What follows belongs to an exercise in optimizing a design on an open flow for small area and a short achievable clock period; a production flow would make more cautious choices. At most, simulation tests tie the RTL to the original design; equivalence was not proved. Function not checked in run 2: the RTL went through the layout flow alone. Power and IR drop assume default switching activity.

==> design/flow/design.v <==
`timescale 1ns / 1ns
module SDEC(a,d);
    parameter DATAWIDTH = 32;
    input signed [DATAWIDTH-1:0] a;
    output reg signed [DATAWIDTH-1:0] d;
    always @(a) begin
        d <= a-1;
    end
endmodule
`timescale 1ns / 1ns
module SINC(a,d);
    parameter DATAWIDTH = 32;
    input signed [DATAWIDTH-1:0] a;
    output reg signed [DATAWIDTH-1:0] d;
    always @(a) begin
        d <= a+1;
    end
endmodule
`timescale 1ns/1ns
module SMOD(a, b, rem);
    parameter DATAWIDTH = 32;
    input signed [DATAWIDTH-1:0] a;
    input signed [DATAWIDTH-1:0] b;
    output reg signed [DATAWIDTH-1:0] rem;
    always @(a, b) begin
        rem <= a % b;  
    end
endmodule
`timescale 1ns / 1ns
module SCOMP(a,b,gt,lt,eq);
    parameter DATAWIDTH = 32;
    input signed [DATAWIDTH-1:0] a;
    input signed [DATAWIDTH-1:0] b;
    output reg gt,lt,eq;
    always @(a,b) begin
        gt <= 0; lt <= 0; eq <= 0;
        if (a>b) begin
            gt <= 1;
        end
        else if (a<b) begin
            lt <= 1;
        end
        else begin
            eq <= 1;
        end
    end
endmodule
`timescale 1ns/1ns
module SMUX2x1(a, b, sel, d);
    parameter DATAWIDTH = 32;
    input signed [DATAWIDTH-1:0] a;
    input signed [DATAWIDTH-1:0] b;
    input sel;
    output reg signed [DATAWIDTH-1:0] d;
    always @(a, b, sel)
        d = sel ? b : a;
endmodule
`timescale 1ns/1ns
module SREG(q, d, Clk, Rst);
    parameter   DATAWIDTH = 32;
    input Clk;
    input Rst;
    input signed [DATAWIDTH-1:0] d;
    output reg signed [DATAWIDTH-1:0] q;
    always @(posedge Clk) begin
        if (Rst == 1'b1)
            q <= 0;
        else
            q <= d;
    end
endmodule
`timescale 1ns / 1ns
module circuit6(a, b, c, zero, z, Clk, Rst);
    input  Clk, Rst;
    input  signed [63:0] a, b, c, zero;
    output signed [63:0] z;
    wire   signed [63:0] e, f, g, zwire;
    wire   gEQz;
    SDEC   #(.DATAWIDTH(64)) DEC_1(a, e);                    
    SINC   #(.DATAWIDTH(64)) INC_1(c, f);                    
    SMOD   #(.DATAWIDTH(64)) MOD_1(a, c, g);                 
    SCOMP  #(.DATAWIDTH(64)) COMP_1(g, zero, , ,gEQz);       
    SMUX2x1#(.DATAWIDTH(64)) MUX2x1_1(f, e, gEQz, zwire);    
    SREG   #(.DATAWIDTH(64)) REG_1(z, zwire, Clk, Rst);      
endmodule
==> design/flow/run.sh <==
#!/bin/bash
# synth_recipe.tcl (not shown) runs the flow's synth.tcl, then flattens the netlist and writes it again
# the make line also repeats each setting of config.mk as NAME=value (left out here)
make -C /OpenROAD-flow-scripts/flow DESIGN_CONFIG=/design/flow/config.mk WORK_HOME=/design/flow/orfs CLKGATE_MAP_FILE= SYNTH_SCRIPT=/design/flow/synth_recipe.tcl finish
==> design/flow/config.mk <==
export PLATFORM = sky130hd
export DESIGN_NAME = circuit6
export DESIGN_NICKNAME = circuit6
export VERILOG_FILES = /design/flow/design.v
export SDC_FILE = /design/flow/constraint.sdc
export NUM_CORES = 8
export LEC_CHECK = 0
export ABC_AREA = 1
export CAP_MARGIN = 20
export CORE_MARGIN = 2
export CORE_UTILIZATION = 40
export SLEW_MARGIN = 20
==> design/flow/constraint.sdc <==
create_clock -name core_clock -period 240.0 [get_ports {Clk}]
set_input_delay 48.0000 -clock core_clock [delete_from_list [all_inputs] [get_ports {Clk}]]
set_output_delay 48.0000 -clock core_clock [all_outputs]
set_load 0.01 [all_outputs]
==> Flow_metrics.wiki, run 1 <==
{| class="wikitable"
! Metric !! Value
|-
| Warnings, synthesis || 6
|-
| Power in combinational cells || 1.31 mW
|-
| Met2 usage in global routing || 61.67%
|-
| First-pass GRT wire length || between 1000 and 1500 mm
|-
| Clock share of power || 1.0%
|-
| Power in the clock group || approximately 0.014 mW
|-
| Share of the synthesized area in the top cell type || 20.52%
|-
| Detailed-route wire length per cell || 18.22 um
|-
| Final standard cell area without fillers || 230500 sq um
|-
| Sink Count || 64
|-
| Number of remaining DRC errors || 0
|-
| Port buffer count || 257
|-
| Pin count of the biggest net entering global routing || between 100 and 150
|-
| Worst Hold End || REG_1.q[9]
|-
| Period utilization || 96.69%
|-
| Clock buffers created by TritonCTS || 9
|-
| Tightest Pin Transition || 1239 ps
|-
| Core area || 355700 sq um
|-
| Unique masters post-synth || 107
|-
| Arrival time at the worst endpoint || between 200000 and 250000 ps
|-
| Met3 Usage GRT || 4.901%
|-
| Initial antenna violation count || slightly above 70
|-
| Cells on Worst Hold Path || 3
|-
| Proportion of synthesized chip area in sequential cells || 0.8963%
|-
| Internal Power || around 0.67 mW
|-
| Mean number of vias per cell || 5.184
|-
| Count leader, synth || nand2_1
|-
| Final number of setup-violating endpoints || 0
|-
| Iteration count of the initial detailed-routing pass || 12
|-
| Accumulated negative setup slack || 0 ps
|-
| Global-route track usage on met1 || 45.81%
|-
| Net count of the mapped netlist || 28050
|-
| Starting utilization of the core area || 40.19%
|-
| Die outline height || 601.8 um
|-
| TritonCTS clock tree || done
|-
| Count of flip-flops with a built-in enable after synthesis || 0
|-
| Most numerous cell types in the synthesized netlist || nand2_1, inv_1, a21oi_1
|-
| Reg clk slew, reported paths || 70 ps
|-
| Count of endpoints failing hold in the final timing report || 0
|-
| Utilization of the core after routing || between 60% and 70%
|-
| Power per cell area || slightly below 6 nW/um^2
|-
| Kind of start point of the critical path || input pin
|-
| Unrepaired setup endpoints after global routing || yes
|-
| Layout Cells excl Fill || between 40000 and 50000
|-
| Number of buffers added to fix hold violations after cts || 0
|-
| Minimum clock period after layout || 232060 ps
|-
| Peak VDD IR || 0.009664 mV
|-
| Leakage power of the design || 129.4 nW
|-
| Busiest layer in global routing || met2
|-
| Total via count in the routed design || 207500
|-
| Avg Cell Area, Syn || 5.575 sq um
|-
| Worst Path Buf+Inv || between 200 and 250
|-
| Crit path capture || REG_1.q[22]
|-
| Synthesized instance count || about 26000
|-
| Classification of the worst setup path || input pin to flip-flop
|-
| CP Data Required Time || roughly 240000 ps
|-
| Min-Delay Path Class || input pin to flip-flop
|-
| Worst slew slack as a fraction of its limit || around 17%
|-
| Largest registers || REG_1.q x64
|-
| Worst hold start || a[9]
|-
| Top contributor to total power || combinational logic
|-
| Most flops, register || REG_1.q
|-
| Pwr Total || about 1.3 mW
|-
| Maximum cell stage delay along the critical path || 460 ps
|-
| Most used cell, CP || nand2_1
|-
| Flip-flop and latch count after synthesis || 64
|-
| Ratio of cells with drive above 1 in the final layout || 34.26%
|-
| Total placed instance area || between 200000 and 250000 sq um
|-
| Post-synthesis to final-layout area growth || 61.22%
|-
| Master of the slowest instance on the critical path || or3b_4
|-
| Die Footprint || about 360000 sq um
|-
| # IOs || 322
|-
| Flop pwr share || less than 1%
|-
| HPWL after detailed placement || 593.3 mm
|-
| Final worst hold slack || ~48000 ps
|-
| Share of flip-flops with an asynchronous set or reset after synthesis || 0%
|-
| Floorplan row count || 219
|-
| Number of global-route vias before repair || approximately 190k
|-
| Nets || about 38000
|-
| Leading register cell type out of synthesis || dfxtp_1
|-
| Startpoint of the worst setup timing path || c[0]
|-
| Number of maximum-capacitance constraint violations || 0
|-
| DIE WIDTH || 601.8 um
|-
| Logic depth of the worst setup path including buffers || 1159
|-
| Timing-limited maximum frequency || 0.004309 GHz
|-
| Number of pins with negative max-slew slack in the final report || 0
|-
| CTS Buffer Depth || 2
|-
| Synth top area cells || nand2_1, ha_1, inv_1, a21oi_1, xor2_1
|-
| Final Wtd Congestion || between 1 and 1.5
|-
| Number of design-rule violations left by the first detailed-router iteration || 17520
|-
| Number of H-tree levels || 3
|-
| Number of flip-flops under the largest register name || 64
|-
| Clk Tree Root Cell || clkbuf_16
|-
| Sequential-cell power consumption || 0.0119 mW
|-
| Global-route usage over all layers || 37.46%
|-
| Post-layout worst setup margin || 7942 ps
|-
| Post-detailed-route count of antenna-violating nets || 0
|-
| Highest net fanout along the worst path || 12
|-
| Switch share || between 50% and 60%
|-
| Placed insts || 39600
|-
| GR Overflow Total || 0
|-
| Type of element capturing the critical path || flip-flop
|-
| Largest delay share family, worst path || simple AND/OR/NAND/NOR gates
|-
| Netlist area before placement || 142900 sq um
|-
| Result of the run || no timing/DRC/antenna violations
|-
| Detailed Route WL || between 700 and 800 mm
|-
| Logic gate share of total power || 98.1%
|-
| Post-Place Setup Slack || -8307 ps
|-
| Post-synthesis cell type with the largest combined area || nand2_1
|-
| Net switching power of the design || 0.6715 mW
|}
per-layer routing:
metal | vias up | wire length, um
met3 | 2157 | 58340
met1 | 94790 | 292200
met5 | - | 94
li1 | 102900 | -
met2 | 7675 | 320000
met4 | 16 | 58430
cell usage in the layout, fill, tap and decap left out, types with 54 or more instances in the layout:
master / synthesis / routed
o21ai_2: 54 / 205
buf_4: 136 / 9595
buf_6: 105 / 68
a211oi_1: 78 / 55
o21a_1: 169 / 164
nand3_2: 32 / 66
xor2_1: 1128 / 1121
nor2_2: 56 / 137
ha_4: 0 / 111
xnor2_1: 781 / 778
nor2_1: 1980 / 1864
nor2_4: 38 / 73
nand2_1: 7813 / 7498
a21oi_4: 9 / 61
o221ai_1: 68 / 57
a21oi_1: 2400 / 2064
inv_2: 128 / 193
a31oi_1: 148 / 134
dfxtp_1: 64 / 64
o21ai_1: 240 / 235
o31ai_1: 105 / 91
o211ai_1: 119 / 119
o21ai_0: 1018 / 836
ha_1: 2150 / 2037
nand3_1: 922 / 881
clkdlybuf4s50_1: 0 / 226
nand4_1: 272 / 272
nand2_4: 34 / 83
or2_2: 185 / 183
nand2_2: 154 / 418
nor3_1: 290 / 237
o21bai_1: 131 / 109
a21o_1: 105 / 102
a21oi_2: 44 / 328
inv_1: 3885 / 3778
nor4_1: 122 / 90
diode_2: 0 / 54
what timing repair did:
item                       4_1_cts  5_1_grt
resized for setup              239     1803
cloned                           3       12
pin swaps                       22      689
setup endpoints to repair       64       64
setup buffers                   17      327
cell type report:
class	instances	area (sq um)
Fill cell	33450	125200
Timing Repair inverter	2	10.01
Multi-Input combinational cell	21110	130600
Clock buffer	11	252.7
Clock inverter	5	37.54
Timing Repair Buffer	9993	76930
Sequential cell	64	1281
Antenna cell	54	135.1
Inverter	4033	15300
Tap cell	4751	5944
cell families (layout without fill, tap and decap cells):
kind of cell	Yosys count	count (layout)	share of synthesized area, %
AND/OR/NAND/NOR	12060	12060	35.11
AO/OA/AOI/OAI	4973	4973	20.08
buffers and inverters	4466	14040	13.22
adder cells (fa/ha/maj)	2151	2151	18.83
XOR/XNOR	1909	1909	11.70
flip-flops	64	64	0.8963
multiplexers	22	22	0.1541
other	0	54	0
==> run 2: changes to the inputs <==
==> design/flow/design.v (replaced) <==
`timescale 1ns / 1ns
`timescale 1ns / 1ns
`timescale 1ns / 1ns
`timescale 1ns / 1ns
`timescale 1ns / 1ns
`timescale 1ns / 1ns
`timescale 1ns / 1ns
module circuit6(a, b, c, zero, z, Clk, Rst);
    input  Clk, Rst;
    input  signed [63:0] a, b, c, zero;
    output signed [63:0] z;
    reg    signed [63:0] z;
    wire        sa = a[63];
    wire        sc = c[63];
    wire [63:0] N   = sa ? (~a + 64'd1) : a;
    wire [63:0] D   = sc ? (~c + 64'd1) : c;
    wire [63:0] tgt = sa ? (~zero + 64'd1) : zero;
    reg  [5:0]  L;
    integer     k;
    always @(*) begin
        L = 6'd0;
        for (k = 0; k < 64; k = k + 1)
            if (D[k]) L = 6'd63 - k[5:0];
    end
    wire [63:0]  Dn = D << L;                   
    wire [126:0] X  = {63'd0, N} << L;          
    wire [63:0]  T1 = tgt << L;                 
    wire [64:0]  T2 = {1'b0, T1} - {1'b0, Dn};  
    wire         valid = (tgt < D);             
    wire [64:0] S [0:32];
    wire [64:0] C [0:32];
    assign S[0] = {2'b00, X[126:64]};
    assign C[0] = 65'd0;
    wire [65:0] Dn1 = {2'b00, Dn};            
    wire [65:0] Dn2 = {1'b0, Dn, 1'b0};       
    genvar j, i;
    generate
        for (j = 1; j <= 32; j = j + 1) begin : row
            wire [64:0] si = {S[j-1][62:0], X[65-2*j], X[64-2*j]};
            wire [64:0] ci = {C[j-1][62:0], 2'b00};
            wire [6:0]  yh = S[j-1][64:58] + C[j-1][64:58];
            wire [2:0]  dh = Dn[62:60];
            wire        sub, one, two;
            qsel QS(.yh(yh), .dh(dh), .sub(sub), .one(one), .two(two));
            wire [64:0] m = {65{sub}} ^ (({65{one}} & Dn1[64:0]) | ({65{two}} & Dn2[64:0]));
            assign S[j] = si ^ ci ^ m;
            assign C[j] = {(si[63:0] & ci[63:0]) | (si[63:0] & m[63:0]) | (ci[63:0] & m[63:0]), sub};
        end
    endgenerate
    wire m1, m2;
    sumeq E1(.s(S[32]), .c(C[32]), .k({1'b0, T1}), .eq(m1));
    sumeq E2(.s(S[32]), .c(C[32]), .k(T2), .eq(m2));
    wire gEQz = valid & (m1 | m2);
    wire [63:0] e = a - 64'd1;
    wire [63:0] f = c + 64'd1;
    always @(posedge Clk) begin
        if (Rst == 1'b1)
            z <= 64'd0;
        else
            z <= gEQz ? e : f;
    end
endmodule
module qsel(yh, dh, sub, one, two);
    input  [6:0] yh;
    input  [2:0] dh;
    output       sub, one, two;
    reg signed [7:0] m2, m1, m0, mm1;
    always @(*) begin
        case (dh)
            3'd0: begin m2 = 12; m1 = 4; m0 = -4; mm1 = -13; end
            3'd1: begin m2 = 14; m1 = 4; m0 = -6; mm1 = -15; end
            3'd2: begin m2 = 15; m1 = 4; m0 = -6; mm1 = -16; end
            3'd3: begin m2 = 16; m1 = 4; m0 = -6; mm1 = -18; end
            3'd4: begin m2 = 18; m1 = 6; m0 = -8; mm1 = -20; end
            3'd5: begin m2 = 20; m1 = 6; m0 = -8; mm1 = -20; end
            3'd6: begin m2 = 20; m1 = 8; m0 = -8; mm1 = -22; end
            default: begin m2 = 24; m1 = 8; m0 = -8; mm1 = -24; end
        endcase
    end
    wire signed [7:0] y = {yh[6], yh};
    wire ge2  = (y >= m2);
    wire ge1  = (y >= m1);
    wire ge0  = (y >= m0);
    wire gem1 = (y >= mm1);
    assign sub = ge1;
    assign two = ge2 | ~gem1;
    assign one = (ge1 & ~ge2) | (gem1 & ~ge0);
endmodule
module sumeq(s, c, k, eq);
    input  [64:0] s, c, k;
    output        eq;
    wire [64:0] kn = ~k;
    wire [64:0] x  = s ^ c ^ kn;
    wire [64:0] y  = {(s[63:0] & c[63:0]) | (s[63:0] & kn[63:0]) | (c[63:0] & kn[63:0]), 1'b0};
    assign eq = &(x ^ y);
endmodule
==> Flow_metrics.wiki, run 2 <==
{| class="wikitable"
! Metric !! Value
|-
| Detailed Route WL || 523.6 mm (-28%)
|-
| Pin count of the biggest net entering global routing || 148 (+45%)
|-
| Top contributor to total power || combinational logic
|-
| Count of flip-flops with a built-in enable after synthesis || 0 (unchanged)
|-
| Floorplan row count || 207 (-5.5%)
|-
| Share of flip-flops with an asynchronous set or reset after synthesis || 0% (unchanged)
|-
| Number of flip-flops under the largest register name || 64 (unchanged)
|-
| Count leader, synth || xor2_1
|-
| Number of design-rule violations left by the first detailed-router iteration || 13330 (-24%)
|-
| First-pass GRT wire length || 783.0 mm (-27%)
|-
| CTS Buffer Depth || 2 (unchanged)
|-
| Die outline height || 569.6 um (-5.3%)
|-
| Core area || 318100 sq um (-11%)
|-
| Accumulated negative setup slack || 0 ps (unchanged)
|-
| Sequential-cell power consumption || between 0.01 and 0.015 mW
|-
| Final standard cell area without fillers || 133700 sq um (-42%)
|-
| # IOs || 322 (unchanged)
|-
| Largest delay share family, worst path || adder cells
|-
| Unrepaired setup endpoints after global routing || no
|-
| Tightest Pin Transition || 1281 ps (+41.92 ps)
|-
| Leakage power of the design || 58.92 nW (-54%)
|-
| Most flops, register || z
|-
| Post-detailed-route count of antenna-violating nets || 0 (unchanged)
|-
| Highest-count cells in the layout ignoring fill and taps || xor2_1, fa_1, o22ai_1, nand2_1, inv_1
|-
| Number of filler instances in the final layout || 32980 (-1.4%)
|-
| Synth top area cells || fa_1, xor2_1, o22ai_1, ha_1, nand2_1
|-
| Mean number of vias per cell || 6.004 (+16%)
|-
| Timing-limited maximum frequency || 0.004945 GHz (+15%)
|-
| Number of global-route vias before repair || 117500 (-39%)
|-
| Nets || 18850 (-50%)
|-
| Ratio of cells with drive above 1 in the final layout || 4.258% (-30 points)
|-
| Global-route usage over all layers || 31.75% (-5.7 points)
|-
| Placed insts || 19760 (-50%)
|-
| Kind of start point of the critical path || input pin
|-
| Most common library cell in the layout ignoring fill and taps || xor2_1
|-
| Logic gate share of total power || 100.0% (+1.9 points)
|-
| GR Overflow Total || 0 (unchanged)
|-
| Initial antenna violation count || 29 (-60%)
|-
| Flop pwr share || 0% (-0.9 points)
|-
| Net count of the mapped netlist || 19620 (-30%)
|-
| Maximum cell stage delay along the critical path || 880 ps (+420 ps)
|-
| Share of the synthesized area in the top cell type || 32.57% (+12 points)
|-
| Starting utilization of the core area || 40.23% (+0.044 points)
|-
| Number of maximum-capacitance constraint violations || 0 (unchanged)
|-
| Die Footprint || 324500 sq um (-10%)
|-
| Number of pins with negative max-slew slack in the final report || 0 (unchanged)
|-
| Minimum clock period after layout || 202220 ps (-29840 ps)
|-
| Synthesized instance count || 16360 (-36%)
|-
| Internal Power || 677.0 mW (+100000%)
|-
| Detailed-route wire length per cell || 26.46 um (+45%)
|-
| Total via count in the routed design || 118800 (-43%)
|-
| Worst hold start || c[15]
|-
| Utilization of the core after routing || 42.03% (-23 points)
|-
| Clock share of power || 0% (-1.0 points)
|-
| Avg Cell Area, Syn || 7.820 sq um (+40%)
|-
| Worst slew slack as a fraction of its limit || 13.72% (-3.7 points)
|-
| Total placed instance area || 133300 sq um (-39%)
|-
| Number of buffers added to fix hold violations after cts || 0 (unchanged)
|-
| Net switching power of the design || 1011 mW (+150000%)
|-
| Min-Delay Path Class || input pin to flip-flop
|-
| Post-synthesis cell type with the largest combined area || fa_1
|-
| Cells on Worst Hold Path || 4 (+1)
|-
| Netlist area before placement || 128000 sq um (-10%)
|-
| Power per cell area || 12630 nW/um^2 (+220000%)
|-
| Flip-flop and latch count after synthesis || 64 (unchanged)
|-
| Worst Path Buf+Inv || 143 (-34%)
|-
| Switch share || 59.90% (+9.7 points)
|-
| Arrival time at the worst endpoint || 202480 ps (-29880 ps)
|-
| Startpoint of the worst setup timing path || c[0]
|-
| Clock buffers created by TritonCTS || 9 (unchanged)
|-
| Classification of the worst setup path || input pin to flip-flop
|-
| Port buffer count || 257 (unchanged)
|-
| Power in combinational cells || 1690 mW (+130000%)
|-
| Count of endpoints failing hold in the final timing report || 0 (unchanged)
|-
| DIE WIDTH || 569.6 um (-5.3%)
|-
| Largest registers || z x64
|-
| Power in the clock group || 0.0148 mW (+6%)
|-
| Master of the slowest instance on the critical path || o32ai_1
|-
| Proportion of synthesized chip area in sequential cells || 1.001% (+0.10 points)
|-
| Period utilization || 84.26% (-12 points)
|-
| Type of element capturing the critical path || flip-flop
|-
| Reg clk slew, reported paths || 60 ps (about the same)
|-
| CP Data Required Time || 240260 ps (-40 ps)
|-
| Unique masters post-synth || 71 (-34%)
|-
| Sink Count || 64 (unchanged)
|-
| Highest net fanout along the worst path || 88 (+76)
|-
| Worst Hold End || z[15]
|-
| Logic depth of the worst setup path including buffers || 635 (-45%)
|-
| Number of H-tree levels || 3 (unchanged)
|-
| Post-synthesis to final-layout area growth || 4.460%
|-
| Layout Cells excl Fill || 19790 (-51%)
|-
| Peak VDD IR || 5.854 mV (+60000%)
|-
| Final Wtd Congestion || 1.025 (-5.4%)
|-
| Post-Place Setup Slack || 39720 ps (+48030 ps)
|-
| Number of remaining DRC errors || 0 (unchanged)
|-
| Number of instances resized during post-cts repair || 0 (-100%)
|-
| Final number of setup-violating endpoints || 0 (unchanged)
|-
| Post-CTS repair timing setup buffer count || 0 (-17)
|-
| Warnings, synthesis || 2 (-4)
|-
| Leading register cell type out of synthesis || dfxtp_1
|-
| TritonCTS clock tree || done
|-
| Result of the run || no timing/DRC/antenna violations
|-
| Post-layout worst setup margin || 37780 ps (+29840 ps)
|-
| Most numerous cell types in the synthesized netlist || xor2_1, fa_1, o22ai_1
|-
| Crit path capture || z[15]
|-
| Iteration count of the initial detailed-routing pass || 9 (-3)
|-
| HPWL after detailed placement || 415.5 mm (-30%)
|-
| Clk Tree Root Cell || clkbuf_16
|-
| Most used cell, CP || nand2_1
|}
## run 2: metal layers
layer / vias to the layer above / track usage (%) / wire length, um
met5: - / 0.6396 / 319
met4: 20 / 14.33 / 28840
met3: 1043 / 6.950 / 53380
met2: 5921 / 47.48 / 222500
met1: 59220 / 43.58 / 218600
li1: 52610 / - / -
## run 2: logic make-up (layout without fill, tap and decap cells)
group / Yosys count / after routing / synth area share, %
AOI/OAI and AO/OA: 3823 / 3823 / 17.82
and+or+nand+nor: 3513 / 3513 / 11.50
buffers and inverters: 3355 / 2586 / 10.21
adders and majority gates: 2997 / 2997 / 41.52
xor gates and xnor gates: 2543 / 2543 / 17.41
muxes: 69 / 69 / 0.5397
DFF: 64 / 64 / 1.001
other: 0 / 14 / 0
## run 2: final cells by class
class	instances	area (sq um)	area share, %
Multi-Input combinational cell	12950	114300	85.53
Inverter	2008	7574	5.666
Tap cell	4180	5230	3.913
Timing Repair Buffer	562	4897	3.664
Sequential cell	64	1281	0.9585
Clock buffer	9	225.2	0.1685
Clock inverter	7	102.6	0.07675
Antenna cell	14	35.03	0.02621
## run 2: metrics by stage
stage / hold WS (ps) / power, mW
after global routing: 48490 / 1769
after CTS: 48440 / 1709
final: 48450 / 1688
after global placement: 48740 / 1691
after floorplan: 48180 / 1971
after detailed placement: 48740 / 1710

-- what the ideal ports hide --
Ports are ideal in the flow. The routed layouts listed here were re-timed in OpenROAD.
Step 1 (the two cells are an assumption about what drives the block):
set clk [get_ports {Clk}]
set_driving_cell -lib_cell sky130_fd_sc_hd__clkbuf_16 $clk
set_driving_cell -lib_cell sky130_fd_sc_hd__buf_2 [delete_from_list [all_inputs] $clk]
Step 2 moves the port delays by t, midway between the first and last clock arrival at a register: inputs arrive t later, outputs are due t later. That takes back most of the time a late clock gives input paths.
Slacks: ideal ports / drivers / drivers and shift; pairs: ideal ports / drivers.
run | t, ns | setup WS [ns] | clock arrival spread, ns
run 1 | 0.427 | 7.942 / 7.931 / 7.504 | 0.026 / 0.026
run 2 | 0.381 | 37.779 / 37.797 / 37.416 | 0.011 / 0.010
After both steps setup and hold are still met in every run listed. For run 1, which loses most, drivers alone change the setup slack by -0.011 ns; drivers and shift together by -0.438 ns.
